From an optimization exercise on the open Yosys and OpenROAD flow, aimed at small area, a short achievable clock period and few clock cycles; shortcuts taken in it are not production practice. In this exercise RTL edits were held to simulation tests only and were not proved equivalent to the original. Power and IR drop assume default switching activity.

Setup of job 5109:
Design divider, start of the top module:
module divider(clk,
	       reset,
	       srcA,
	       srcB,
	       rob_ptr_in,
	       prf_ptr_in,
	       is_signed_div,
	       is_rem,
	       start_div,
	       y,
	       rob_ptr_out,
	       prf_ptr_out,
	       ready,
	       complete
	       );
   input logic clk;
   input logic reset;
   input logic [31:0] srcA;
   input logic [31:0] srcB;
   input logic [5-1:0] rob_ptr_in;
   input logic [6-1:0] prf_ptr_in;
   input logic 	      is_signed_div;
   input logic 	      is_rem;
   input logic 	      start_div;
   output logic [63:0] y;
   output logic [5-1:0] rob_ptr_out;
   output logic [6-1:0] prf_ptr_out;
   output logic        ready;
   output logic        complete;
   localparam logic [2:0] IDLE = 3'd0,
			  N1   = 3'd1,
			  N2   = 3'd2,
			  ITER = 3'd3,
			  FIX  = 3'd4,
			  DONE = 3'd5;
   logic [2:0] r_state, n_state;
   logic [31:0] r_R, n_R;    
   logic [31:0] r_D, n_D;    
   logic [31:0] r_Q, n_Q;    
   logic [4:0] 	r_cnt, n_cnt;  
   logic 	r_triv, n_triv;  
   logic 	r_bz, n_bz;      
   logic 	r_sa, n_sa, r_sb, n_sb, r_is_rem, n_is_rem;
   logic [5-1:0] r_rob_ptr, n_rob_ptr;
   logic [6-1:0] r_prf_ptr, n_prf_ptr;
   function automatic [5:0] lzc32(input [31:0] x);
  ...
Size in the first run: ~1300 cells after synthesis, ~160 I/O pins, roughly 11000 um^2 of cells after synthesis.
clock: 6.0 ns
lec_check: 0
cap_margin: 20
core_margin: 2
core_utilization: 40
setup_slack_margin: 3.0
slew_margin: 20
standard.sh (not shown) runs the stock make flow with config.mk's settings and CLKGATE_MAP_FILE= SYNTH_SCRIPT=/design/flow/synth_recipe.tcl, a recipe that flattens the netlist after the stock synthesis.
==> flow/flow/run.sh <==
#!/bin/bash
# The standard layout, except that the port buffers are buf_2 cells in
# place of the clkdlybuf4s50_1 delay cells that buffer_ports picks by default.
# Each step's full output goes to a log file of its own in this folder.
set -euo pipefail
bash standard.sh synth > synth.log 2>&1
bash standard.sh "BUFFER_PORTS_ARGS=-buffer_cell sky130_fd_sc_hd__buf_2" finish > layout.log 2>&1
Job 5109: all stages complete, timing, DRC and antenna checks passed
Testbench counts of job 5109, summed over its fixed seeds: cycles 20,765.
Setup changes, job 5109 to job 8876
# job 5109
export LEC_CHECK = 0
export CAP_MARGIN = 20
export CORE_MARGIN = 2
export CORE_UTILIZATION = 40
export SETUP_SLACK_MARGIN = 3.0
export SLEW_MARGIN = 20
create_clock -name core_clock -period 6.0 [get_ports {clk}]
# job 8876
export LEC_CHECK = 0
export ABC_AREA = 1
export CAP_MARGIN = 20
export CORE_MARGIN = 2
export CORE_UTILIZATION = 40
export SETUP_SLACK_MARGIN = 3.5
export SLEW_MARGIN = 20
create_clock -name core_clock -period 6.0 [get_ports {clk}]
==> notes.md <==
Every stage of the flow completed for job 8876, and the final layout passed the timing, design-rule and antenna checks.
Sort job 8876 and job 5109 by non-clock inverter instance count of the final layout asc -> top: job 5109
Wire length of the first global-routing pass for job 8876: about 35% up relative to job 5109
Actual transition at the worst max-transition pin ended up 93 ps lower on job 8876 than on job 5109.
Per the comparison of job 8876 with job 5109, routed wire length climbed about 43%; share of the final layout cell area in multi-input gates lost 1.4 points.
met2 global-route usage ended up 8.1 points higher on job 8876 than on job 5109.
| design area | job 8876 vs job 5109 | about 17% higher |
Final worst setup slack improves in job 8876 relative to job 5109.
Job 8876 — net load switching power 0.0019 W higher, job 5109 as reference
Relative to job 8876, the following input files were edited for job 4273:
# job 8876
export LEC_CHECK = 0
export ABC_AREA = 1
export CAP_MARGIN = 20
export CORE_MARGIN = 2
export CORE_UTILIZATION = 40
export SETUP_SLACK_MARGIN = 3.5
export SLEW_MARGIN = 20
create_clock -name core_clock -period 6.0 [get_ports {clk}]
# job 4273
export LEC_CHECK = 0
export CAP_MARGIN = 20
export CORE_MARGIN = 2
export CORE_UTILIZATION = 40
export SETUP_SLACK_MARGIN = 3.0
export SLEW_MARGIN = 20
create_clock -name core_clock -period 6.0 [get_ports {clk}]
==> flow/run.sh (new file) <==
#!/bin/bash
# synth_recipe.tcl (not shown) runs the flow's synth.tcl, then flattens the netlist and writes it again
# the make line also repeats each setting of config.mk as NAME=value (left out here)
make -C /OpenROAD-flow-scripts/flow DESIGN_CONFIG=/design/flow/config.mk WORK_HOME=/design/flow/orfs CLKGATE_MAP_FILE= SYNTH_SCRIPT=/design/flow/synth_recipe.tcl finish
removed: flow/flow/run.sh
removed: flow/standard.sh
==> notes.md <==
- For job 8876, the dominant combinational cell family by area after synthesis was simple AND/OR/NAND/NOR gates, unlike job 4273, where it was compound AO/OA/AOI/OAI gates.
- Final standard cell utilization of the core on job 4273 is up relative to job 8876.
- Looking at met3 track utilization from global routing, job 4273 sits 3.1 points lower than job 8876 does.
- Going from job 8876 to job 4273, setup slack down 810 ps, power share of the combinational group moved down.
> inputs changed (job 4273 -> job 8441)
# job 4273
export LEC_CHECK = 0
export CAP_MARGIN = 20
export CORE_MARGIN = 2
export CORE_UTILIZATION = 40
export SETUP_SLACK_MARGIN = 3.0
export SLEW_MARGIN = 20
create_clock -name core_clock -period 6.0 [get_ports {clk}]
# job 8441
export LEC_CHECK = 0
export CAP_MARGIN = 20
export CORE_MARGIN = 2
export CORE_UTILIZATION = 60
export PLACE_DENSITY = 0.75
export SETUP_SLACK_MARGIN = 3.0
export SLEW_MARGIN = 20
create_clock -name core_clock -period 6.0 [get_ports {clk}]
Results
Job 8441 against job 4273; total power is up by a little under 10%. Job 8441 — met2 routing resource usage after global routing 23 points higher, job 4273 as reference. Compared with job 4273, combinational power in job 8441 increased by more than 10%. Summary of job 8441 over job 4273: residual antenna-violating net count after detailed routing comparable; design area now larger; achievable clock frequency now smaller.
The inputs of job 8307 differ from those of job 8441 as listed below.
# job 8441
export LEC_CHECK = 0
export CAP_MARGIN = 20
export CORE_MARGIN = 2
export CORE_UTILIZATION = 60
export PLACE_DENSITY = 0.75
export SETUP_SLACK_MARGIN = 3.0
export SLEW_MARGIN = 20
create_clock -name core_clock -period 6.0 [get_ports {clk}]
# job 8307
export LEC_CHECK = 0
export CAP_MARGIN = 20
export CORE_MARGIN = 2
export CORE_UTILIZATION = 40
export SLEW_MARGIN = 20
create_clock -name core_clock -period 6.0 [get_ports {clk}]
## What came out
- Job 8307: no failed stages, no open violations at the end
- sky130_fd_sc_hd__buf_4 as the commonest non-fill, non-tap cell in the layout was reported by job 8441, and sky130_fd_sc_hd__clkdlybuf4s50_1 by job 8307.
- Going from job 8441 to job 8307, the signed area change from the synthesized netlist to the final layout was found to have gone down by 19 points.
- Smallest hold slack of job 8441 is on par with job 8307.
- Job 8307 vs job 8441: per-cell routed wire length down by more than 10%
- Job 8307 improves on job 8441 in first-pass GRT wire length.
- When the final numbers for job 8307 and job 8441 were put side by side, the final cell count turned out to be greater in job 8441.
The following lists how job 693 was set up differently from job 8307:
# job 8307
export LEC_CHECK = 0
export CAP_MARGIN = 20
export CORE_MARGIN = 2
export CORE_UTILIZATION = 40
export SLEW_MARGIN = 20
create_clock -name core_clock -period 6.0 [get_ports {clk}]
# job 693
export LEC_CHECK = 0
export ABC_AREA = 1
export CAP_MARGIN = 20
export CORE_MARGIN = 2
export CORE_UTILIZATION = 40
export SETUP_SLACK_MARGIN = 3.0
export SLEW_MARGIN = 20
create_clock -name core_clock -period 6.0 [get_ports {clk}]
### Flow results
For job 693, the cell with the largest stage delay on the worst path was sky130_fd_sc_hd__edfxtp_1, unlike job 8307, where it was sky130_fd_sc_hd__or4_4.
Changes observed in job 693 relative to job 8307: via count now sits higher; critical path depth higher; switching power of the nets higher; routed wire length went up 47%; final area went up.
Adder-cell area share of the yosys netlist came out lower on job 693 than on job 8307.
Job 693 — global-route wire length before repair about 40% higher, job 8307 as reference
On total length of routed met3 wires: job 693 sits above job 8307.
Higher combinational power among job 8307 and job 693: job 693

-- static timing again, ports no longer ideal --
Ports are ideal in the flow. The routed layouts listed here were re-timed in OpenROAD.
Step 1: set_driving_cell puts a clkbuf_16 on clk and a buf_2 on each other input, an assumption about the parent block.
Step 2 also shifts input and output timing later by t, the mid clock arrival at the registers, as if the neighbouring blocks saw the same clock.
Three values: no drivers, after step 1, after step 2; two values: the first two.
run | t, ns | setup slack, ns | clock arrival spread, ns | worst register clock-pin slew, ns | worst slew at a driven data input, ns
job 5109 | 0.477 | 2.265 / 2.269 / 1.792 | 0.011 / 0.010 | 0.07 / 0.07 | 0.05
job 8876 | 0.502 | 3.082 / 3.082 / 3.082 | 0.013 / 0.013 | 0.07 / 0.07 | 0.04
job 4273 | 0.480 | 2.271 / 2.284 / 1.804 | 0.014 / 0.014 | 0.07 / 0.07 | 0.05
job 8441 | 0.478 | 2.232 / 2.245 / 1.767 | 0.012 / 0.012 | 0.07 / 0.07 | 0.06
job 8307 | 0.473 | 1.691 / 1.716 / 1.244 | 0.012 / 0.011 | 0.06 / 0.06 | 0.05
job 693 | 0.484 | 2.961 / 2.947 / 2.623 | 0.012 / 0.011 | 0.07 / 0.07 | 0.04
After both steps setup and hold are still met in every run listed. For job 5109, which loses most, drivers alone change the setup slack by +0.004 ns; drivers and shift together by -0.473 ns.
